Source: an optimization exercise on an open RTL-to-GDS flow (aim: small area and a short achievable clock period). Production flows keep margins and buffers that such runs may drop. In this exercise RTL edits were held to simulation tests only and were not proved equivalent to the original. No driver is modelled on the clock port, so clock power and skew are understated where the tree is cut down; a real chip needs a root buffer or a tree. Power figures rest on the tool's default switching activity, not on a simulated workload.

## syc_FIFO
module syc_FIFO #(
    parameter DATA_WIDTH = 32,
    parameter DEPTH      = 16
)(
    input                       wr_en,
    input                       rd_en,
    input      [DATA_WIDTH-1:0] wr_data,
    input                       clk,
    input                       rstb,
    output reg [DATA_WIDTH-1:0] rd_data,
    output reg                  full,
    output wire                 empty
);
    localparam J = DEPTH / 2;
    reg [DATA_WIDTH-1:0] memory [DEPTH-1:0];
    reg [DEPTH-1:0]      wr_sel, rd_sel;
    reg [DEPTH-1:0]      rd_mux_lo, rd_mux_hi;
    reg [J-1:0]          fill;
    reg                  not_empty;
    assign empty = ~not_empty;
    wire wr = wr_en & ~full;
    wire rd = rd_en & not_empty;
    wire one_word = fill[0] & ~fill[1];           
    wire one_free = fill[J-1] & ~fill[J-2];       
    wire up   = wr & ~rd;                         
    wire down = rd & ~wr;                         
    wire wr_load = full & rd_en;
    wire wr_step = wr_en & ~full & (rd_en | ~one_free);
    wire wr_hold = full ? ~rd_en : ~wr_en;
    wire rd_load = ~not_empty & wr_en;
    wire rd_step = rd_en & not_empty & (wr_en | ~one_word);
    wire rd_hold = not_empty ? ~rd_en : ~wr_en;
    wire [DEPTH-1:0] wr_sel_next = ({DEPTH{wr_load}} & rd_sel)
                                 | ({DEPTH{wr_step}} & {wr_sel[DEPTH-2:0], wr_sel[DEPTH-1]})
                                 | ({DEPTH{wr_hold}} & wr_sel);
    wire [DEPTH-1:0] rd_sel_next = ({DEPTH{rd_load}} & wr_sel)
                                 | ({DEPTH{rd_step}} & {rd_sel[DEPTH-2:0], rd_sel[DEPTH-1]})
                                 | ({DEPTH{rd_hold}} & rd_sel);
    integer i;
    always @(posedge clk)
        for (i = 0; i < DEPTH; i = i + 1)
            if (wr_en & wr_sel[i]) memory[i] <= wr_data;
    localparam LO = DATA_WIDTH / 2;
    reg [DATA_WIDTH-1:0] rd_word;
    always @* begin
        rd_word = {DATA_WIDTH{1'b0}};
        for (i = 0; i < DEPTH; i = i + 1)
            rd_word = rd_word | (memory[i] & {{(DATA_WIDTH-LO){rd_mux_hi[i]}}, {LO{rd_mux_lo[i]}}});
    end
    always @(posedge clk) begin
        rd_mux_lo <= rd_sel_next;
        rd_mux_hi <= rd_sel_next;
    end
    always @(posedge clk or negedge rstb) begin
        if (!rstb) begin
            wr_sel    <= 1;
  ...
==> flow/config.mk <==
export PLATFORM = sky130hd
export DESIGN_NAME = syc_FIFO
export DESIGN_NICKNAME = syc_FIFO
export VERILOG_FILES = /design/flow/design.v
export SDC_FILE = /design/flow/constraint.sdc
export NUM_CORES = 4
export LEC_CHECK = 0
export CAP_MARGIN = 20
export CORE_MARGIN = 2
export CORE_UTILIZATION = 40
export SETUP_SLACK_MARGIN = 1.35
export SLEW_MARGIN = 20
==> flow/constraint.sdc <==
create_clock -name core_clock -period 3.0 [get_ports {clk}]
set_input_delay 0.6000 -clock core_clock [delete_from_list [all_inputs] [get_ports {clk}]]
set_output_delay 0.6000 -clock core_clock [all_outputs]
set_load 0.01 [all_outputs]
standard.sh (not shown) runs the stock make flow with config.mk's settings and CLKGATE_MAP_FILE= SYNTH_SCRIPT=/design/flow/synth_recipe.tcl, a recipe that flattens the netlist after the stock synthesis.
==> flow/flow/run.sh <==
#!/bin/bash
# Standard ORFS layout (the standard.sh, synthesis unchanged) with:
#  - port buffers of a plain buffer cell instead of the one buffer_ports picks;
#  - a hand-built two-level clock tree (flow/pre_cts.tcl, flow/mancts.tcl)
#    in place of TritonCTS's three-level one;
#  - gate sizing not held to cells of the same footprint.
set -uo pipefail
here=$(pwd)
bash standard.sh \
  BUFFER_PORTS_ARGS="-buffer_cell sky130_fd_sc_hd__buf_4" \
  PRE_CTS_TCL="$here/flow/pre_cts.tcl" \
  MATCH_CELL_FOOTPRINT=0 \
  finish > flow_make.log 2>&1
Other scripts of this flow, unchanged in this note and not shown: flow/flow/mancts.tcl, flow/flow/pre_cts.tcl
Change:
--- a/flow/config.mk
+++ b/flow/config.mk
@@ -9,4 +9,4 @@
 export CORE_MARGIN = 2
 export CORE_UTILIZATION = 40
-export SETUP_SLACK_MARGIN = 1.35
+export SETUP_SLACK_MARGIN = 1.45
 export SLEW_MARGIN = 20
Effect: The new run went through all stages and came out clean; routed wire length is higher by roughly a tenth; final cell count is higher by a few percent; setup slack is worse by 0.016 ns; die area stays the same; combinational power is higher by about a fifth.
Change:
--- a/flow/flow/run.sh
+++ b/flow/flow/run.sh
@@ -8,5 +8,5 @@
 here=$(pwd)
 bash standard.sh \
-  BUFFER_PORTS_ARGS="-buffer_cell sky130_fd_sc_hd__buf_4" \
+  BUFFER_PORTS_ARGS="-buffer_cell sky130_fd_sc_hd__buf_2" \
   PRE_CTS_TCL="$here/flow/pre_cts.tcl" \
   MATCH_CELL_FOOTPRINT=0 \
--- a/flow/config.mk
+++ b/flow/config.mk
@@ -9,4 +9,4 @@
 export CORE_MARGIN = 2
 export CORE_UTILIZATION = 40
-export SETUP_SLACK_MARGIN = 1.45
+export SETUP_SLACK_MARGIN = 1.3
 export SLEW_MARGIN = 20
After rerunning: Cell area drops by a few percent; sequential cell count is unchanged; core utilization drops by 2.7 points; wire length drops by roughly a tenth; power drops slightly; final cell count drops by a few percent.
Change:
--- a/flow/config.mk
+++ b/flow/config.mk
@@ -9,4 +9,4 @@
 export CORE_MARGIN = 2
 export CORE_UTILIZATION = 40
-export SETUP_SLACK_MARGIN = 1.3
+export SETUP_SLACK_MARGIN = 1.35
 export SLEW_MARGIN = 20
Setup slack improved by 0.043 ns.
Critical path depth does not change.
Flip-flop and latch count is unchanged.
Global-route usage drops by 0.33 points.
Final area climbs by about 0.55%.
Via count drops by about 1.1%.
First-iteration DRC count climbs by 0.86%.
Sequential share of layout area drops by 0.39 points.
Total power climbs by 0.35%.
Wire length hardly moves.
Utilization climbs by 0.25 points.
In every run of this note, the design's own scripts or RTL, not TritonCTS, make the clock network.

========
The RTL this note starts from:
==> flow/design.v <==
module syc_FIFO #(
    parameter DATA_WIDTH = 32,
    parameter DEPTH      = 16
)(
    input                       wr_en,
    input                       rd_en,
    input      [DATA_WIDTH-1:0] wr_data,
    input                       clk,
    input                       rstb,
    output reg [DATA_WIDTH-1:0] rd_data,
    output reg                  full,
    output wire                 empty
);
    localparam J = DEPTH / 2;
    reg [DATA_WIDTH-1:0] memory [DEPTH-1:0];
    reg [DEPTH-1:0]      wr_sel, rd_sel;
    reg [DEPTH-1:0]      rd_mux_lo, rd_mux_hi;
    reg [J-1:0]          fill;
    reg                  not_empty;
    assign empty = ~not_empty;
    wire wr = wr_en & ~full;
    wire rd = rd_en & not_empty;
    wire one_word = fill[0] & ~fill[1];           
    wire one_free = fill[J-1] & ~fill[J-2];       
    wire up   = wr & ~rd;                         
    wire down = rd & ~wr;                         
    wire wr_load = full & rd_en;
    wire wr_step = wr_en & ~full & (rd_en | ~one_free);
    wire wr_hold = full ? ~rd_en : ~wr_en;
    wire rd_load = ~not_empty & wr_en;
    wire rd_step = rd_en & not_empty & (wr_en | ~one_word);
    wire rd_hold = not_empty ? ~rd_en : ~wr_en;
    wire [DEPTH-1:0] wr_sel_next = ({DEPTH{wr_load}} & rd_sel)
                                 | ({DEPTH{wr_step}} & {wr_sel[DEPTH-2:0], wr_sel[DEPTH-1]})
                                 | ({DEPTH{wr_hold}} & wr_sel);
    wire [DEPTH-1:0] rd_sel_next = ({DEPTH{rd_load}} & wr_sel)
                                 | ({DEPTH{rd_step}} & {rd_sel[DEPTH-2:0], rd_sel[DEPTH-1]})
                                 | ({DEPTH{rd_hold}} & rd_sel);
    integer i;
    always @(posedge clk)
        for (i = 0; i < DEPTH; i = i + 1)
            if (wr_en & wr_sel[i]) memory[i] <= wr_data;
    localparam LO = DATA_WIDTH / 2;
    reg [DATA_WIDTH-1:0] rd_word;
    always @* begin
        rd_word = {DATA_WIDTH{1'b0}};
        for (i = 0; i < DEPTH; i = i + 1)
            rd_word = rd_word | (memory[i] & {{(DATA_WIDTH-LO){rd_mux_hi[i]}}, {LO{rd_mux_lo[i]}}});
    end
    always @(posedge clk) begin
        rd_mux_lo <= rd_sel_next;
        rd_mux_hi <= rd_sel_next;
    end
    always @(posedge clk or negedge rstb) begin
        if (!rstb) begin
            wr_sel    <= 1;
            rd_sel    <= 0;
            fill      <= 0;
            rd_data   <= 0;
            full      <= 1'b0;
            not_empty <= 1'b0;
        end else begin
            if (rd) rd_data <= rd_word;
            wr_sel <= wr_sel_next;
            rd_sel <= rd_sel_next;
            full      <= full ? ~rd_en : (wr_en & ~rd_en & one_free);
            not_empty <= not_empty ? ~(rd_en & ~wr_en & one_word) : wr_en;
            if (up)
                fill <= {fill[J-2:0], ~fill[J-1]};
            else if (down)
                fill <= {~fill[0], fill[J-1:1]};
        end
    end
endmodule
clock: 3.0 ns
lec_check: 0
cap_margin: 20
core_margin: 2
core_utilization: 50
setup_slack_margin: 1.35
slew_margin: 20
==> flow/flow/run.sh <==
#!/bin/bash
# Standard ORFS layout (the standard.sh, synthesis unchanged) with:
#  - port buffers of a plain buffer cell instead of the one buffer_ports picks;
#  - a hand-built two-level clock tree (flow/pre_cts.tcl, flow/mancts.tcl)
#    in place of TritonCTS's three-level one;
#  - gate sizing not held to cells of the same footprint.
set -uo pipefail
here=$(pwd)
bash standard.sh \
  BUFFER_PORTS_ARGS="-buffer_cell sky130_fd_sc_hd__buf_2" \
  PRE_CTS_TCL="$here/flow/pre_cts.tcl" \
  MATCH_CELL_FOOTPRINT=0 \
  finish > flow_make.log 2>&1
Other scripts of this flow, unchanged in this note and not shown: flow/flow/mancts.tcl, flow/flow/pre_cts.tcl
Change:
==> flow/flow/run.sh (replaced) <==
#!/bin/bash
# Standard ORFS layout (the standard.sh, synthesis unchanged) with:
#  - port buffers of a plain buffer cell instead of the one buffer_ports picks;
#  - a hand-built two-level clock tree (flow/pre_cts.tcl, flow/mancts.tcl)
#    in place of TritonCTS's three-level one.
set -uo pipefail
here=$(pwd)
bash standard.sh \
  BUFFER_PORTS_ARGS="-buffer_cell sky130_fd_sc_hd__buf_4" \
  PRE_CTS_TCL="$here/flow/pre_cts.tcl" \
  finish > flow_make.log 2>&1
--- a/flow/config.mk
+++ b/flow/config.mk
@@ -8,5 +8,5 @@
 export CAP_MARGIN = 20
 export CORE_MARGIN = 2
-export CORE_UTILIZATION = 50
+export CORE_UTILIZATION = 40
 export SETUP_SLACK_MARGIN = 1.35
 export SLEW_MARGIN = 20
The new run finished clean.
Setup slack loses 0.013 ns.
Via count grows by 1.7%.
Maximum frequency shrinks by 0.78%.
Combinational power grows by about 2%.
Sequential power barely changes.
Change:
==> flow/flow/run.sh (replaced) <==
#!/bin/bash
# Standard ORFS layout (the standard.sh, synthesis unchanged) with:
#  - port buffers of a plain buffer cell instead of the one buffer_ports picks;
#  - a hand-built two-level clock tree (flow/pre_cts.tcl, flow/mancts.tcl)
#    in place of TritonCTS's three-level one;
#  - gate sizing not held to cells of the same footprint.
set -uo pipefail
here=$(pwd)
bash standard.sh \
  BUFFER_PORTS_ARGS="-buffer_cell sky130_fd_sc_hd__buf_2" \
  PRE_CTS_TCL="$here/flow/pre_cts.tcl" \
  MATCH_CELL_FOOTPRINT=0 \
  finish > flow_make.log 2>&1
--- a/flow/config.mk
+++ b/flow/config.mk
@@ -9,4 +9,4 @@
 export CORE_MARGIN = 2
 export CORE_UTILIZATION = 40
-export SETUP_SLACK_MARGIN = 1.35
+export SETUP_SLACK_MARGIN = 1.4
 export SLEW_MARGIN = 20
Result: Sequential share of layout area came out higher by 0.39 points; power is about the same; combinational power rose by a few percent; setup slack improves by 0.039 ns; via count decreases slightly.
Change:
--- a/flow/flow/run.sh
+++ b/flow/flow/run.sh
@@ -8,5 +8,5 @@
 here=$(pwd)
 bash standard.sh \
-  BUFFER_PORTS_ARGS="-buffer_cell sky130_fd_sc_hd__buf_2" \
+  BUFFER_PORTS_ARGS="-buffer_cell sky130_fd_sc_hd__buf_4" \
   PRE_CTS_TCL="$here/flow/pre_cts.tcl" \
   MATCH_CELL_FOOTPRINT=0 \
--- a/flow/config.mk
+++ b/flow/config.mk
@@ -9,4 +9,4 @@
 export CORE_MARGIN = 2
 export CORE_UTILIZATION = 40
-export SETUP_SLACK_MARGIN = 1.4
+export SETUP_SLACK_MARGIN = 1.55
 export SLEW_MARGIN = 20
The new run completed without violations. Clock skew climbs by 0.013 ns. Design area climbs by about 7%. Critical path depth climbs by 2. Sequential power hardly moves. Power climbs by 1.6%. Worst hold slack got worse by 0.080 ns. Wire length climbs by about 17%.
Change:
--- a/flow/config.mk
+++ b/flow/config.mk
@@ -9,4 +9,4 @@
 export CORE_MARGIN = 2
 export CORE_UTILIZATION = 40
-export SETUP_SLACK_MARGIN = 1.55
+export SETUP_SLACK_MARGIN = 1.25
 export SLEW_MARGIN = 20
The changed run finished with timing, DRC and antenna clean.
Hold slack degrades by 0.043 ns.
Routed wire length came out lower by 16%.
Sequential cell count stays the same.
Clock skew came out lower by 0.014 ns.
Synthesized area is unchanged.
Die area is unchanged.
Worst setup slack degrades by 0.087 ns.
Sequential share of layout area came out higher by 5.6 points.
In every run of this note, the design's own scripts or RTL, not TritonCTS, make the clock network.

==> re-timing with driven ports <==
Ports are ideal in the flow. The routed layouts listed here were re-timed in OpenROAD.
Step 1 assumes that a clkbuf_16 drives the clock port and a buf_2 every other input.
Step 2 moves the port delays by t, midway between the first and last clock arrival at a register: inputs arrive t later, outputs are due t later. That takes back most of the time a late clock gives input paths.
Three values: ideal, step 1, step 2; two values: the first two.
run	t, ns	slack for setup (ns)	slew at the worst register clock pin (ns)
the first run of note 1	0.467	1.359 / 1.329 / 0.978	0.10 / 0.10
the second run of note 1	0.484	1.343 / 1.298 / 1.013	0.10 / 0.10
the third run of note 1	0.475	1.329 / 1.254 / 0.978	0.10 / 0.10
the fourth run of note 1	0.477	1.372 / 1.269 / 1.052	0.11 / 0.11
the first run of note 2	0.469	1.379 / 1.286 / 1.085	0.11 / 0.11
the second run of note 2	0.478	1.366 / 1.279 / 1.013	0.10 / 0.10
the third run of note 2	0.461	1.406 / 1.324 / 1.040	0.10 / 0.10
the fourth run of note 2	0.478	1.407 / 1.300 / 1.142	0.10 / 0.10
the fifth run of note 2	0.478	1.320 / 1.246 / 1.019	0.10 / 0.10
After both steps every run listed still meets setup and hold. For the first run of note 1, which loses most, drivers alone change the setup slack by -0.030 ns; drivers and shift together by -0.381 ns.
